What follows belongs to an exercise in optimizing a design on an open flow for small area and a short achievable clock period; a production flow would make more cautious choices.
No functional check of the RTL was part of any run shown here.

## flow/design.v (module list and top-level ports; edited modules follow where they fit)
// module final_log: 2116 lines
module final_log(clk, reset, base, in_data, out_data);
  // ...
==> flow/flow/run.sh <==
#!/bin/bash
set -euo pipefail
bash standard.sh SETUP_SLACK_MARGIN=36 "BUFFER_PORTS_ARGS=-buffer_cell sky130_fd_sc_hd__buf_1" SKIP_GATE_CLONING=1 finish > run.log 2>&1
==> flow/standard.sh <==
#!/bin/bash
# synth_recipe.tcl (not shown) runs the flow's synth.tcl, then flattens the netlist and writes it again
# the make line also repeats each setting of config.mk as NAME=value (left out here)
make -C /OpenROAD-flow-scripts/flow DESIGN_CONFIG=/design/flow/config.mk WORK_HOME=/design/flow/orfs CLKGATE_MAP_FILE= SYNTH_SCRIPT=/design/flow/synth_recipe.tcl "${@:-finish}"
==> flow/config.mk <==
export PLATFORM = sky130hd
export DESIGN_NAME = final_log
export DESIGN_NICKNAME = final_log
export VERILOG_FILES = /design/flow/design.v
export SDC_FILE = /design/flow/constraint.sdc
export NUM_CORES = 4
export LEC_CHECK = 0
export ABC_AREA = 1
export CAP_MARGIN = 20
export CORE_MARGIN = 2
export CORE_UTILIZATION = 40
export CTS_BUF_LIST = sky130_fd_sc_hd__clkbuf_8
export CTS_CLUSTER_DIAMETER = 200
export CTS_CLUSTER_SIZE = 30
export SLEW_MARGIN = 20
==> flow/constraint.sdc <==
create_clock -name core_clock -period 60.0 [get_ports {clk}]
set_input_delay 12.0000 -clock core_clock [delete_from_list [all_inputs] [get_ports {clk}]]
set_output_delay 12.0000 -clock core_clock [all_outputs]
set_load 0.01 [all_outputs]
==> run notes, run 1 <==
first-pass GRT wire length - 57000 um
final setup margin - 37.11 ns
clock network share of area - 0.674%
xor and xnor area share after synthesis - 3.28%
Die H - 186 um
WL met3 - 1130 um
number of synthesized register bits - 30
Worst-Margin Slew - 0.842 ns
Hold Path Class - input pin to async pin
Synth area leader - fa_1
top cell family by delay on the critical path - adder cells
drt drc - 0
Critical path buffers and inverters - 11
Pre-antenna DRT Iters - 5
Req. time, crit path - 60.17 ns
Tcrit/Tclk final - 38.1%
status - no timing/DRC/antenna violations
dpl hpwl - 28800 um
CP Launch Type - input pin
Clock Buffer Count - 6
initial antenna violation count - 0
most frequent cell after synthesis - nand2_1
Fillers - 3476
Largest cell class - multi-input gates
number of diodes - 0
sequential cell area - 753 um2
Synth Flop Type - dfrtp_1
==> run 2: changes to the inputs <==
--- a/flow/design.v
+++ b/flow/design.v
@@ -1722,21 +1722,21 @@
     wire w7_8 = x6_382;
     wire w7_9 = x6_383;
     wire w7_10 = x6_384;
     wire w7_11 = x6_385;
     wire w7_12 = x6_386;
     wire w7_13 = x6_387;
     wire w7_14 = x6_388;
     wire w7_15 = x6_389;
-    wire c7 = w7_0 & w7_1 & w7_2;    
     wire [23:0] yc = cst(bq, eq);
     wire [20:0] yt0 = tn0(bq, {dq[2], dq[1], dq[0]});
     wire [17:0] yt1 = tn1(bq, {dq[4], dq[3]});
     wire [15:0] yt2 = tn2(bq, {d7, d6});
+    wire c7 = w7_0 & w7_1 & w7_2;    
     wire y_0 = yc[0] ^ yt0[0];
     wire y_1 = y_0 ^ yt1[0];
     wire y_2 = (yc[0] & yt0[0]) | (yc[0] & yt1[0]) | (yt0[0] & yt1[0]);
     wire y_3 = yc[1] ^ yt0[1];
     wire y_4 = y_3 ^ yt1[1];
     wire y_5 = (yc[1] & yt0[1]) | (yc[1] & yt1[1]) | (yt0[1] & yt1[1]);
     wire y_6 = yc[2] ^ yt0[2];
     wire y_7 = y_6 ^ yt1[2];
==> flow/flow/run.sh (replaced) <==
#!/bin/bash
set -euo pipefail
bash standard.sh SETUP_SLACK_MARGIN=35 "BUFFER_PORTS_ARGS=-buffer_cell sky130_fd_sc_hd__buf_1" SKIP_GATE_CLONING=1 finish > run.log 2>&1
==> run 2 against run 1 <==
Compared with the run above: highest routed layer unchanged; utilization down 0.35 points; synthesized cell count unchanged; cell count down 0.34%.
==> run notes, run 2 <==
status - no timing/DRC/antenna violations (unchanged)
vias after detailed routing - 11993 (was 12006)
drt drc - 0 (unchanged)
Die X - 186 um (unchanged)
Post-Synth Simple-Gate Area - 23.3% (unchanged)
num rows - 66 (unchanged)
Synth Net Count - 2247 (unchanged)
synthesized area - 13300 um2 (unchanged)
commonest non-fill, non-tap cell in the layout - nand2_1 (unchanged)
top post-synthesis cells by area - fa_1 27%, ha_1 15%, nand2_1 12% (unchanged)
Fillers - 3481 (was 3476)
sequential share of the synthesized area - 5.68% (unchanged)
Biggest register - wq (unchanged)
clk sink count - 30 (unchanged)
Largest regs - wq (18), dq (5), eq (4) (unchanged)
vias in the first global route - 11979 (was 11992)
Distinct cells, synth - 62 (unchanged)
Worst Path Arrival - 24.02 ns (was 23.06 ns)
Max-cap violations - 0 (unchanged)
Num CTS Buffers - 5 (unchanged)
cell mode on critical path - nand2_1 (unchanged)
gp weighted congestion - 0.946 (unchanged)
antenna viol nets, final - 0 (unchanged)
total negative slack - 0 ns (unchanged)
WS Path Type - input pin to flop (unchanged)
Final Cell Area - 14000 um2 (was 14100 um2)
Mapped Cells - 1872 (unchanged)
Largest register FFs - 18 (unchanged)
xor and xnor area share after synthesis - 3.28% (unchanged)
post-synthesis async set-or-reset flop share - 100% (unchanged)
routed wire length - 33600 um (was 33800 um)
initial antenna violation count - 0 (unchanged)
starting density of the core - 40.6% (unchanged)
Setup-failing EPs final - 0 (unchanged)
Buffers on Ports - 66 (unchanged)
Layout area overhead - 5.56% (was 6.42%)
top post-synthesis cells by count - 431 x nand2_1, 402 x inv_1, 181 x fa_1, 158 x ha_1, 143 x nor2_1 (unchanged)
Synth Flop Type - dfrtp_1 (unchanged)
die area - 34600 um2 (unchanged)
Tmin final - 23.84 ns (was 22.89 ns)
Max clock buf depth - 2 (unchanged)
core area - 32600 um2 (unchanged)
top-area cell type share of the netlist area - 27.3% (unchanged)
number of synthesized flops with an enable pin - 0 (unchanged)
Die H - 186 um (unchanged)
RSZ-0062 raised after global routing - false (unchanged)
number of synthesized register bits - 30 (unchanged)
fmax - 0.0419 GHz (was 0.0437 GHz)
Max Slew Vio Count - 0 (unchanged)
CTS root buffer - clkbuf_8 (unchanged)
Tcrit/Tclk final - 39.7% (was 38.1%)
final setup margin - 36.16 ns (was 37.11 ns)
Adder-Cell Fraction of Synth Area - 42.2% (unchanged)
post-synthesis mux area share - 0% (unchanged)
first-pass GRT wire length - 57000 um (about the same)
largest family of logic cells by synthesized area - adder cells (unchanged)
CP endpoint kind - flop (unchanged)
Ys Warns - 1 (unchanged)
CTS tree - built (unchanged)
DP Area - 13900 um2 (unchanged)
layout cells sized above 1 - 3.83% (was 4.70%)
most frequent cell after synthesis - nand2_1 (unchanged)
htree depth - 2 (unchanged)
leading cell types in the layout, fill and taps excluded - 429 x nand2_1, 400 x inv_1, 181 x fa_1 (was 428 x nand2_1, 399 x inv_1, 180 x fa_1)
Req. time, crit path - 60.17 ns (about the same)
Synth Area in Compound Gates - 11.9% (unchanged)
largest net degree at the start of global routing - 34 (unchanged)
DP Worst Slack - 34.55 ns (unchanged)
Worst-Margin Slew - 0.850 ns (was 0.842 ns)
dpl hpwl - 28800 um (unchanged)
Mapped Avg Cell Area - 7.08 um2 (unchanged)
Via density - 5.11 (was 5.10)
Total GRT Usage - 20.1% (about the same)
Pre-antenna DRT Iters - 7 (was 5)
slowest CP cell - fa_1 (unchanged)
Iter 0 DRT Violations - 530 (was 526)
delay of the slowest critical-path stage - 0.59 ns (about the same)
clock slew at reported path FFs - 0.08 ns (about the same)
Synth area leader - fa_1 (unchanged)
IO Count - 68 (unchanged)
number of diodes - 0 (unchanged)
worst-path fanout max - 19 (unchanged)
Final Hold Fails - 0 (unchanged)
CP Launch Type - input pin (unchanged)
slew margin rel. - 42.6% (was 43.2%)
# nets final - 2279 (was 2287)
routed length per placed instance - 14.3 um (about the same)
Hold Path Class - input pin to async pin (unchanged)
GRT overflow - 0 (unchanged)
## run 2: cell types whose count changed in the layout (fill, tap and decap cells not counted), sizes merged
| cell | delta |
|---|---|
| buf | -8 |
| clkinv | -2 |
| clkinvlp | +1 |
| inv | +1 |
## run 2: timing repair
action                                  CTS  global route
cloned                                    0             0
pin swaps                                 0             1
buffers inserted                          0             2
endpoints found under the setup margin   19            21
gates resized for setup                   1             8
hold buffers                              0             0
## run 2: cell families after synthesis
| family | after synthesis |
|---|---|
| adder cells (fa/ha/maj) | 339 |
| buffers and inverters | 463 |
| flip-flops | 30 |
| AND/OR/NAND/NOR | 742 |
| AO/OA/AOI/OAI | 250 |
| XOR/XNOR | 48 |
## run 2: final cells by class
class                   instances  area [um2]  area share (%)
multi-input cells            1379       10700            76.6
clock buffers                   6        82.6           0.590
flip-flops and latches         30         753            5.38
clock inverters                 2        12.5          0.0894
repair buffers                 73         300            2.15
well taps                     442         553            3.95
inverters                     415        1580            11.3
## run 2: how the worst max path moves through the flow
stage / from / end / depth (start not counted)
6_report: in_data[6] / wq[0]$_DFF_PP0_ / 60
2_1_floorplan: in_data[2] / wq[15]$_DFF_PP0_ / 62
3_5_place_dp: in_data[6] / wq[0]$_DFF_PP0_ / 61
3_3_place_gp: in_data[8] / wq[3]$_DFF_PP0_ / 64
4_1_cts: in_data[19] / wq[0]$_DFF_PP0_ / 58
5_1_grt: wq[7]$_DFF_PP0_ / out_data[27] / 52
## run 2: critical path: cells and delay by family
family          cells  cell delay [ns]
compound gates     12             2.78
buf+inv            11             1.95
fa+ha+maj           9             3.74
xor+xnor            1             0.11
simple gates       27             3.39
## run 2: through the flow
step                      utilization [%]  hold slack (ns)  std cells
after floorplan                         -            12.00       1872
after CTS                            42.8            11.77       2345
after global routing                 42.9            11.80       2347
after global placement               42.5            12.10       2337
final                                42.9            11.75       2347
after detailed placement             42.5            12.09       2337
## run 2: routing by layer
| layer | up-vias | track usage (%) | share of wire (%) |
|---|---|---|---|
| met5 | - | 0 | 0 |
| met4 | 0 | 6.11 | 2.6 |
| met3 | 47 | 1.08 | 3.7 |
| met2 | 263 | 37.1 | 51 |
| met1 | 5768 | 25.2 | 43 |
| li1 | 5915 | - | - |

[static timing again, ports no longer ideal]
In the flow no input, the clock included, has a driving cell. The finished layouts below were timed again as built, in two steps. Step 1 assumes that a clkbuf_16 drives the clock port and a buf_2 every other input. Step 2 adds t to the input delays and takes it off the output delays; t is the mean of the earliest and latest rising clock arrival at the registers after step 1. Input paths then give back, and output paths get back, about the clock's delay inside the block. Slacks: ideal ports / drivers / drivers and shift; pairs: ideal ports / drivers.
run	shift t [ns]	slack for setup (ns)	hold slack, ns	slew at the worst register clock pin (ns)	pins driven straight from the clock port
run 1	0.330	37.110 / 37.118 / 36.789	11.752 / 11.736 / 12.066	0.08 / 0.08	1
run 2	0.330	36.155 / 36.166 / 35.836	11.753 / 11.738 / 12.067	0.08 / 0.08	1
After both steps every run listed still meets setup and hold. The setup slack of run 1, which loses most, moves by +0.008 ns with the drivers and by -0.321 ns with both steps.
